Background: an optimization exercise with open tools, aiming at small area. Do not read the settings as production practice.
Function was checked by simulation only, so behaviour that the tests miss may differ from the original.
In this run the design's own scripts or RTL, not TritonCTS, make the clock network.
The clock input has no modelled driver; a real chip could not lean on it and would need a root buffer or a full tree.
No activity file was given, so power comes from the tool's default toggle rates.

### flow/design.v
module counter_peripheral (
    input  logic        clk,
    input  logic        rst_n,
    input  logic        awvalid,
    output logic        awready,
    input  logic [31:0] awaddr,
    input  logic        wvalid,
    output logic        wready,
    input  logic [31:0] wdata,
    input  logic [3:0]  wstrb,
    output logic        bvalid,
    input  logic        bready,
    output logic [1:0]  bresp,
    input  logic        arvalid,
    output logic        arready,
    input  logic [31:0] araddr,
    output logic        rvalid,
    input  logic        rready,
    output logic [31:0] rdata,
    output logic [1:0]  rresp
);
    logic [31:1] ctrl_hi;      
    logic        ctrl0;        
    logic        ctrl_v;       
    logic [31:0] init_val;
    logic        init_v;       
    logic [31:0] count;
    logic        count_v;      
    logic        ctrl_prev;    
    logic        wait_st;
    logic        wa_ctrl, wa_init;    
    logic        rerr;
    wire aw_hi0 = (awaddr[31:4] == 28'd0) && (awaddr[1:0] == 2'd0);
    wire aw_c   = aw_hi0 && (awaddr[3:2] == 2'b00);
    wire aw_i   = aw_hi0 && (awaddr[3:2] == 2'b10);
    wire ar_hi0 = (araddr[31:4] == 28'd0) && (araddr[1:0] == 2'd0);
    wire ar_c   = ar_hi0 && (araddr[3:2] == 2'b00);
    wire ar_n   = ar_hi0 && (araddr[3:2] == 2'b01);
    wire ar_i   = ar_hi0 && (araddr[3:2] == 2'b10);
    wire idle    = !bvalid && !wait_st;
    wire aw_hs   = idle && awvalid && awready;
    wire w_hs    = idle && wvalid && wready;
    wire wr_aw   = wait_st && !awready && awvalid;    
    wire wr_w    = wait_st && !wready && wvalid;      
    wire wr_now  = (aw_hs && w_hs) || wr_aw;          
    wire we_ctrl = (wr_now && aw_c) || (wr_w && wa_ctrl);
    wire we_init = (wr_now && aw_i) || (wr_w && wa_init);
    wire aw_take = aw_hs || wr_aw;
    assign bresp = 2'b00;
    assign rresp = {rerr, 1'b0};
    always_ff @(posedge clk or negedge rst_n) begin
        if (!rst_n) begin
            awready <= 1'b0;
            wready  <= 1'b0;
            bvalid  <= 1'b0;
            wait_st <= 1'b0;
            wa_ctrl <= 1'b1;
            wa_init <= 1'b0;
        end else begin
            if (aw_take) begin
                wa_ctrl <= aw_c;
                wa_init <= aw_i;
            end
            if (bvalid) begin
                if (bready) bvalid <= 1'b0;
            end else if (!wait_st) begin
                if (aw_hs) begin
                    awready <= 1'b0;
                    if (w_hs) begin
                        wready <= 1'b0;
                        bvalid <= 1'b1;
                    end else begin
                        wready  <= 1'b1;
                        wait_st <= 1'b1;
                    end
                end else if (w_hs) begin
                    awready <= 1'b1;
                    wready  <= 1'b0;
                    wait_st <= 1'b1;
                end else begin
                    awready <= 1'b1;
                    wready  <= 1'b1;
                end
            end else if (wr_w) begin
                wready  <= 1'b0;
                bvalid  <= 1'b1;
                wait_st <= 1'b0;
            end else if (wr_aw) begin
                awready <= 1'b0;
                bvalid  <= 1'b1;
                wait_st <= 1'b0;
            end
        end
    end
    wire load = ctrl0 && !ctrl_prev;    
    wire inc  = ctrl0 && ctrl_prev;     
    always_ff @(posedge clk or negedge rst_n) begin
        if (!rst_n) begin
            ctrl0     <= 1'b0;
            ctrl_v    <= 1'b0;
            init_v    <= 1'b0;
            count_v   <= 1'b0;
            ctrl_prev <= 1'b0;
        end else begin
            ctrl_prev <= ctrl0;
            if (we_ctrl) begin
                ctrl0  <= wdata[0];
                ctrl_v <= 1'b1;
            end
            if (we_init) init_v <= 1'b1;
            if (load) count_v <= 1'b1;
        end
    end
    logic [31:0] ones;                              
    assign ones[0] = 1'b1;
    for (genvar i = 1; i < 32; i++) begin : g_ones
        assign ones[i] = ones[i-1] & count[i-1];
    end
    wire [31:0] cnt_inc = count ^ ({32{inc}} & ones);    
    always_ff @(posedge clk) begin
        ctrl_hi  <= ({31{we_ctrl}} & wdata[31:1]) | ({31{!we_ctrl}} & ctrl_hi);
        init_val <= ({32{we_init}} & wdata) | ({32{!we_init}} & init_val);
        count    <= ({32{load && init_v}} & init_val) | ({32{!load}} & cnt_inc);
    end
    always_ff @(posedge clk or negedge rst_n) begin
        if (!rst_n) begin
            arready <= 1'b0;
            rvalid  <= 1'b0;
        end else if (rvalid) begin
            if (rready) rvalid <= 1'b0;
        end else begin
            arready <= 1'b1;
            if (arvalid && arready) begin
                arready <= 1'b0;
                rvalid  <= 1'b1;
            end
        end
    end
    always_ff @(posedge clk) begin
        rerr  <= (rvalid && rerr) || (!rvalid && !(ar_c || ar_n || ar_i));
        rdata <= ({32{rvalid}} & rdata)
               | ({32{!rvalid && ar_c}} & {ctrl_v ? ctrl_hi : 31'd0, ctrl0})
               | ({32{!rvalid && ar_n && count_v}} & count)
               | ({32{!rvalid && ar_i && init_v}} & init_val);
    end
endmodule
### flow/flow/run.sh
#!/bin/bash
# The standard layout with changes that only affect area:
#  - after the standard synthesis, its combinational cells are re-mapped by ABC
#    with an area-oriented script (registers are left exactly as synthesized);
#  - ports are buffered with the smallest buffer, buf_1;
#  - the clock tree is a small balanced two-level tree (flow/manual_cts.tcl):
#    clock port -> one root buffer -> a few leaf buffers -> the flip-flops.
set -euo pipefail
HERE=$(pwd)
RES=$HERE/orfs/results/$FLOW_PLATFORM/counter_peripheral/base
export BUFFER_PORTS_ARGS="-buffer_cell sky130_fd_sc_hd__buf_1"
export PRE_CTS_TCL=$HERE/flow/pre_cts.tcl
export MCTS_DIR=$HERE/flow
export MCTS_CLOCK_PORT=clk
export MCTS_LEAF=sky130_fd_sc_hd__buf_12
export MCTS_ROOT=sky130_fd_sc_hd__buf_8
export MCTS_MAX_SINKS=29

bash standard.sh synth > standard_synth.log 2>&1

# Re-map the logic of the standard netlist.
cp $RES/1_2_yosys.v $HERE/standard_netlist.v
printf 'set_driving_cell sky130_fd_sc_hd__buf_1\nset_load 5\n' > $HERE/abc.constr
YOSYS=$FLOW_HOME/../tools/install/yosys/bin/yosys
[[ -x $YOSYS ]] || YOSYS=yosys
LIB=$FLOW_HOME/platforms/$FLOW_PLATFORM/lib/sky130_fd_sc_hd__tt_025C_1v80.lib \
NETLIST_IN=$HERE/standard_netlist.v NETLIST_OUT=$HERE/remapped_netlist.v \
ABC_SCRIPT=$HERE/flow/area.abc ABC_CONSTR=$HERE/abc.constr \
  $YOSYS -c $HERE/flow/remap.ys > remap_yosys.log 2>&1
cp $HERE/remapped_netlist.v $RES/1_2_yosys.v
rm -f $RES/1_synth.odb $RES/1_synth.sdc

bash standard.sh > standard_flow.log 2>&1
### flow/flow/area.abc
strash
ifraig
scorr
dc2
strash
&get -n
&dc2
&dch -f
&nf -R 1000
&put
stime -c
### flow/flow/manual_cts.tcl
# A small balanced clock tree: the clock port drives one root buffer, which
# drives a few leaf buffers; each leaf buffer drives one cluster of the
# clock sinks (clusters of nearly equal size, found by k-means on the sink
# locations). Every sink is two buffers from the port.
proc manual_cts_build { leaf_master root_master max_sinks } {
  set db [ord::get_db]
  set block [ord::get_db_block]
  set clk_net [$block findNet $::env(MCTS_CLOCK_PORT)]
  set sinks {}
  foreach it [$clk_net getITerms] {
    set inst [$it getInst]
    lappend sinks [list $it {*}[$inst getLocation]]
  }
  set n [llength $sinks]
  set k [expr {int(ceil(double($n) / $max_sinks))}]
  if { $k < 1 } { set k 1 }
  # k-means with capacity: seed centres along the x-sorted list
  set sorted [lsort -real -index 1 $sinks]
  set centres {}
  for {set c 0} {$c < $k} {incr c} {
    set lo [expr {$c * $n / $k}]
    set hi [expr {($c + 1) * $n / $k - 1}]
    set tx 0.0; set ty 0.0
    for {set i $lo} {$i <= $hi} {incr i} {
      set s [lindex $sorted $i]
      set tx [expr {$tx + [lindex $s 1]}]; set ty [expr {$ty + [lindex $s 2]}]
    }
    set m [expr {$hi - $lo + 1}]
    lappend centres [list [expr {$tx / $m}] [expr {$ty / $m}]]
  }
  set cap [expr {int(ceil(double($n) / $k))}]
  for {set iter 0} {$iter < 30} {incr iter} {
    # all (sink, centre) distances, assign greedily by distance with capacity
    set pairs {}
    set i 0
    foreach s $sinks {
      set c 0
      foreach ctr $centres {
        set d [expr {abs([lindex $s 1] - [lindex $ctr 0]) + abs([lindex $s 2] - [lindex $ctr 1])}]
        lappend pairs [list $d $i $c]
        incr c
      }
      incr i
    }
    set pairs [lsort -real -index 0 $pairs]
    array unset assign
    array unset count
    for {set c 0} {$c < $k} {incr c} { set count($c) 0 }
    foreach p $pairs {
      lassign $p d i c
      if { [info exists assign($i)] } { continue }
      if { $count($c) >= $cap } { continue }
      set assign($i) $c
      incr count($c)
    }
    set new {}
    array unset sx
    array unset sy
    for {set c 0} {$c < $k} {incr c} { set sx($c) 0.0; set sy($c) 0.0 }
    for {set i 0} {$i < $n} {incr i} {
      set c $assign($i)
      set s [lindex $sinks $i]
      set sx($c) [expr {$sx($c) + [lindex $s 1]}]; set sy($c) [expr {$sy($c) + [lindex $s 2]}]
    }
    for {set c 0} {$c < $k} {incr c} {
      lappend new [list [expr {$sx($c) / max(1, $count($c))}] [expr {$sy($c) / max(1, $count($c))}]]
    }
    set centres $new
  }
  set lm [$db findMaster $leaf_master]
  set rm [$db findMaster $root_master]
  # root buffer at the centre of the leaf buffers
  set rx 0.0; set ry 0.0
  foreach ctr $centres { set rx [expr {$rx + [lindex $ctr 0]}]; set ry [expr {$ry + [lindex $ctr 1]}] }
  set rx [expr {int($rx / $k)}]; set ry [expr {int($ry / $k)}]
  set root [odb::dbInst_create $block $rm clkbuf_root]
  $root setLocation $rx $ry
  $root setPlacementStatus PLACED
  set root_net [odb::dbNet_create $block clknet_root]
  $root_net setSigType CLOCK
  [$root findITerm X] connect $root_net
  set leaves {}
  for {set c 0} {$c < $k} {incr c} {
    set leaf [odb::dbInst_create $block $lm clkbuf_leaf_$c]
    $leaf setLocation [expr {int([lindex $centres $c 0])}] [expr {int([lindex $centres $c 1])}]
    $leaf setPlacementStatus PLACED
    set net [odb::dbNet_create $block clknet_leaf_$c]
    $net setSigType CLOCK
    [$leaf findITerm X] connect $net
    [$leaf findITerm A] connect $root_net
    lappend leaves $net
  }
  for {set i 0} {$i < $n} {incr i} {
    set it [lindex $sinks $i 0]
    $it disconnect
    $it connect [lindex $leaves $assign($i)]
  }
  [$root findITerm A] connect $clk_net
  $clk_net setSigType CLOCK
  puts "manual CTS: $n sinks, $k leaf buffers ($leaf_master), root $root_master, cluster sizes [lmap c [lsort -integer [array names count]] {set count($c)}]"
}
### flow/flow/pre_cts.tcl
# Sourced by ORFS's CTS step before clock_tree_synthesis: replace TritonCTS
# by the small balanced tree of manual_cts.tcl. The rest of the CTS step
# (legalisation, timing repair) runs as usual.
source [file join $::env(MCTS_DIR) manual_cts.tcl]
rename clock_tree_synthesis __tritoncts_unused
proc clock_tree_synthesis { args } {
  manual_cts_build $::env(MCTS_LEAF) $::env(MCTS_ROOT) $::env(MCTS_MAX_SINKS)
  set_propagated_clock [all_clocks]
}
### flow/flow/remap.ys
# Re-map the combinational cells of the standard synthesis netlist for area.
# Flip-flops (and tie cells) are kept as black boxes, so the registers keep
# their instance names, cell types and output nets.
yosys read_liberty -ignore_miss_func $::env(LIB)
yosys read_verilog $::env(NETLIST_IN)
yosys hierarchy -top $::env(FLOW_TOP)
yosys blackbox sky130_fd_sc_hd__df* sky130_fd_sc_hd__edf* sky130_fd_sc_hd__sdf* sky130_fd_sc_hd__conb_1
yosys flatten
yosys rename -hide w:*.*
yosys opt_clean
yosys stat -liberty $::env(LIB)
yosys abc -script $::env(ABC_SCRIPT) -liberty $::env(LIB) -dont_use sky130_fd_sc_hd__lpflow_bleeder_1 -dont_use sky130_fd_sc_hd__lpflow_clkbufkapwr_1 -dont_use sky130_fd_sc_hd__lpflow_clkbufkapwr_16 -dont_use sky130_fd_sc_hd__lpflow_clkbufkapwr_2 -dont_use sky130_fd_sc_hd__lpflow_clkbufkapwr_4 -dont_use sky130_fd_sc_hd__lpflow_clkbufkapwr_8 -dont_use sky130_fd_sc_hd__lpflow_clkinvkapwr_1 -dont_use sky130_fd_sc_hd__lpflow_clkinvkapwr_16 -dont_use sky130_fd_sc_hd__lpflow_clkinvkapwr_2 -dont_use sky130_fd_sc_hd__lpflow_clkinvkapwr_4 -dont_use sky130_fd_sc_hd__lpflow_clkinvkapwr_8 -dont_use sky130_fd_sc_hd__lpflow_decapkapwr_12 -dont_use sky130_fd_sc_hd__lpflow_decapkapwr_3 -dont_use sky130_fd_sc_hd__lpflow_decapkapwr_4 -dont_use sky130_fd_sc_hd__lpflow_decapkapwr_6 -dont_use sky130_fd_sc_hd__lpflow_decapkapwr_8 -dont_use sky130_fd_sc_hd__lpflow_inputiso0n_1 -dont_use sky130_fd_sc_hd__lpflow_inputiso0p_1 -dont_use sky130_fd_sc_hd__lpflow_inputiso1n_1 -dont_use sky130_fd_sc_hd__lpflow_inputiso1p_1 -dont_use sky130_fd_sc_hd__lpflow_inputisolatch_1 -dont_use sky130_fd_sc_hd__lpflow_isobufsrc_1 -dont_use sky130_fd_sc_hd__lpflow_isobufsrc_16 -dont_use sky130_fd_sc_hd__lpflow_isobufsrc_2 -dont_use sky130_fd_sc_hd__lpflow_isobufsrc_4 -dont_use sky130_fd_sc_hd__lpflow_isobufsrc_8 -dont_use sky130_fd_sc_hd__lpflow_isobufsrckapwr_16 -dont_use sky130_fd_sc_hd__lpflow_lsbuf_lh_hl_isowell_tap_1 -dont_use sky130_fd_sc_hd__lpflow_lsbuf_lh_hl_isowell_tap_2 -dont_use sky130_fd_sc_hd__lpflow_lsbuf_lh_hl_isowell_tap_4 -dont_use sky130_fd_sc_hd__lpflow_lsbuf_lh_isowell_4 -dont_use sky130_fd_sc_hd__lpflow_lsbuf_lh_isowell_tap_1 -dont_use sky130_fd_sc_hd__lpflow_lsbuf_lh_isowell_tap_2 -dont_use sky130_fd_sc_hd__lpflow_lsbuf_lh_isowell_tap_4 -dont_use sky130_fd_sc_hd__probe_p_8 -dont_use sky130_fd_sc_hd__probec_p_8  -constr $::env(ABC_CONSTR) -D 4000
yosys opt_clean -purge
yosys stat -liberty $::env(LIB)
yosys write_verilog -noattr -nohex -nodec $::env(NETLIST_OUT)
### flow/standard.sh
#!/bin/bash
# synth_recipe.tcl (not shown) runs the flow's synth.tcl, then flattens the netlist and writes it again
# the make line also repeats each setting of config.mk as NAME=value (left out here)
make -C /OpenROAD-flow-scripts/flow DESIGN_CONFIG=/design/flow/config.mk WORK_HOME=/design/flow/orfs CLKGATE_MAP_FILE= SYNTH_SCRIPT=/design/flow/synth_recipe.tcl "${@:-finish}"
### flow/config.mk
export PLATFORM = sky130hd
export DESIGN_NAME = counter_peripheral
export DESIGN_NICKNAME = counter_peripheral
export VERILOG_FILES = /design/flow/design.v
export SDC_FILE = /design/flow/constraint.sdc
export NUM_CORES = 4
export LEC_CHECK = 0
export CAP_MARGIN = 20
export CORE_MARGIN = 2
export CORE_UTILIZATION = 75
export SLEW_MARGIN = 20
### flow/constraint.sdc
create_clock -name core_clock -period 4.0 [get_ports {clk}]
set_input_delay 0.8000 -clock core_clock [delete_from_list [all_inputs] [get_ports {clk}]]
set_output_delay 0.8000 -clock core_clock [all_outputs]
set_load 0.01 [all_outputs]
==> impl_metrics.ini <==
[worst_setup_path]
criticalPathCategory = flip-flop to flip-flop
endpoint_kind = flip-flop
required_ns = 4.21
slowest_stage = dfrtp_2
slowest_delay_ns = 0.44
regToRegStartpoint = ctrl_prev$_DFF_PN0_
worst-path-max-fanout = 6
cp-startpoint = ctrl_prev$_DFF_PN0_
critPathArrivalTime_ns = 3.97
startpoint_type = flip-flop
crit_path_cell_trace = nand4_1, nor2_1, and2_1, and3_2, and3_1, and2_1, and3_2, and3_2, and4_1, and3_1, nand3_1, nor2_2, and3_1, nand2_1, nand3_1, o211ai_1

[pwr]
pwr-share-seq_pct = 65.4
vdd_drop_max_mv = 0.467
switching_share_pct = 23.3
p_per_area_nw_per_um2 = 394
p_leak_nw = 2.00
combPwrFrac_pct = 8.9
p_sw_mw = 0.556
power_frac_clock_pct = 25.8
internal_power_mw = 1.83

[drt]
wl_per_cell_um = 19.0
dr.first_iter.drc_count = 591
dr.pass1.iters = 6
drc = 0
viasPerCell = 6.54
antenna_left = 0
route.vias.total = 4427
wirelength_mm = 12.9

[clock_tree]
clk_pin_slew_ns = 0.10
cts_setup_buffers = 0
cts_hold_buf = 0
cts_resized = 1
clkLatencyLatePin_ns = 0.33

[sta]
min_period_over_period_pct = 93.9
fmax_mhz = 266
tns_ns = 0
rsz0062_at_grt = false
slew_headroom_pct = 39.6
timing.hold.ws_ns = 0.466
clock_skew_ns = 0.0220
tightest_slew_ns = 0.906
setup_viol = 0
setup_slack_ns = 0.244
finalCriticalPeriod_ns = 3.76
slew_viol_final = 0
hold_viol = 0

[global_routing]
antenna_found_initial = 0
grt_max_degree = 36
gr-usage-met1_pct = 41.7
met2_usage_pct = 59.9
use_met3_pct = 3.51
grt_pass1_wl_mm = 19.7
grt_pass1_vias = 4220
grtUsageTotal_pct = 32.9
top_usage_layer = met2
grt-ovfl-total = 0

[synthesis]
yosys_warnings = 1
synth_area_sq_um = 5210
syn_inst = 438
avgSynthCellArea_sq_um = 11.9

[finish]
syn2layout_area_growth_pct = 16.3
fin_area_sq_um = 6060
drive_gt1_share_pct = 4.52
final_common_cell = buf_1
fin_nets = 706
layout_common_cells = buf_1, nand2_1, edfxtp_1
diodes = 0

[die]
die-height_um = 87.4
die_width_um = 87.4
start_util_pct = 77.1
io_pins = 148
fp.dieArea_sq_um = 7630
core_area_sq_um = 6760
fp-row-count = 30

[run]
maxCapViolations = 0

[place]
pre_cts_ws_ns = 0.0298
placed_area_sq_um = 5930
gp_congestion = 0.817
io_buffers = 140
hpwl_mm = 8.79

[min_path]
hp-start = rdata[30]$_DFF_P_
min_path_type = flip-flop to flip-flop

[status]
outcome = timing/DRC/antenna clean
[power groups by stage]
stage,clock network [mW],registers [mW],logic [mW]
floorplan,0,1.62,0.0723
global placement,0,1.59,0.197
detailed placement,0,1.59,0.212
CTS,0.617,1.56,0.212
global route,0.661,1.57,0.235
finish,0.615,1.56,0.211
[area by class of cell]
type / instances / area, sq um
inverters: 8 / 30.0
fillers: 317 / 697
well taps: 80 / 100
multi-input cells: 291 / 1670
plain buffers: 6 / 115
flip-flops and latches: 141 / 3530
repair buffers: 151 / 608
[worst paths after layout]
path,endpoint,cells after the start,slack [ns]
setup / recovery,count[31]$_DFF_P_,16,0.24
setup reg to reg,count[31]$_DFF_P_,16,0.24
hold / removal,rdata[30]$_DFF_P_,2,0.47
min in group asynchronous,arready$_DFFE_PN0N_,1,0.48
hold reg to reg,rdata[30]$_DFF_P_,2,0.47
max in group asynchronous,ctrl_prev$_DFF_PN0_,1,3.04
[worst max-delay path: cells and delay by family (launching register included)]
kind               cells  cell delay [ns]
DFF                    1             0.44
and+or+nand+nor       15             3.13
AOI/OAI and AO/OA      1             0.09
[metrics by stage]
step / std cells / total power, mW / utilization [%]
floorplan: 440 / 1.69 / -
global placement: 671 / 1.79 / 87.8
detailed placement: 671 / 1.80 / 87.8
CTS: 677 / 2.39 / 89.5
global route: 677 / 2.46 / 89.7
finish: 677 / 2.39 / 89.7
[per-layer routing]
layer	part of all wire (%)	wire (um)	up-vias
met5	0	0	-
met2	53	6780	309
met3	10	1280	36
met1	35	4530	2071
met4	2.0	262	0
li1	-	-	2011

==> separate check: timing with driven ports <==
No port has a modelled driver above. Below, the same layout with a new extraction and two added sets of constraints.
Step 1 assumes that a clkbuf_16 drives the clock port and a buf_2 every other input.
Step 2 also shifts input and output timing later by t, the mid clock arrival at the registers, as if the neighbouring blocks saw the same clock.
Slacks: ideal ports / drivers / drivers and shift; pairs: ideal ports / drivers.
shift t [ns]: 0.351
setup WS [ns]: 0.244 / 0.244 / 0.244
worst setup path after step 2: register to register
worst register clock-pin slew, ns: 0.11 / 0.11
cell pins on the clock port's net: 1
After both steps setup and hold are still met in this run. The setup slack of this run moves by 0.000 ns with the drivers and by 0.000 ns with both steps.
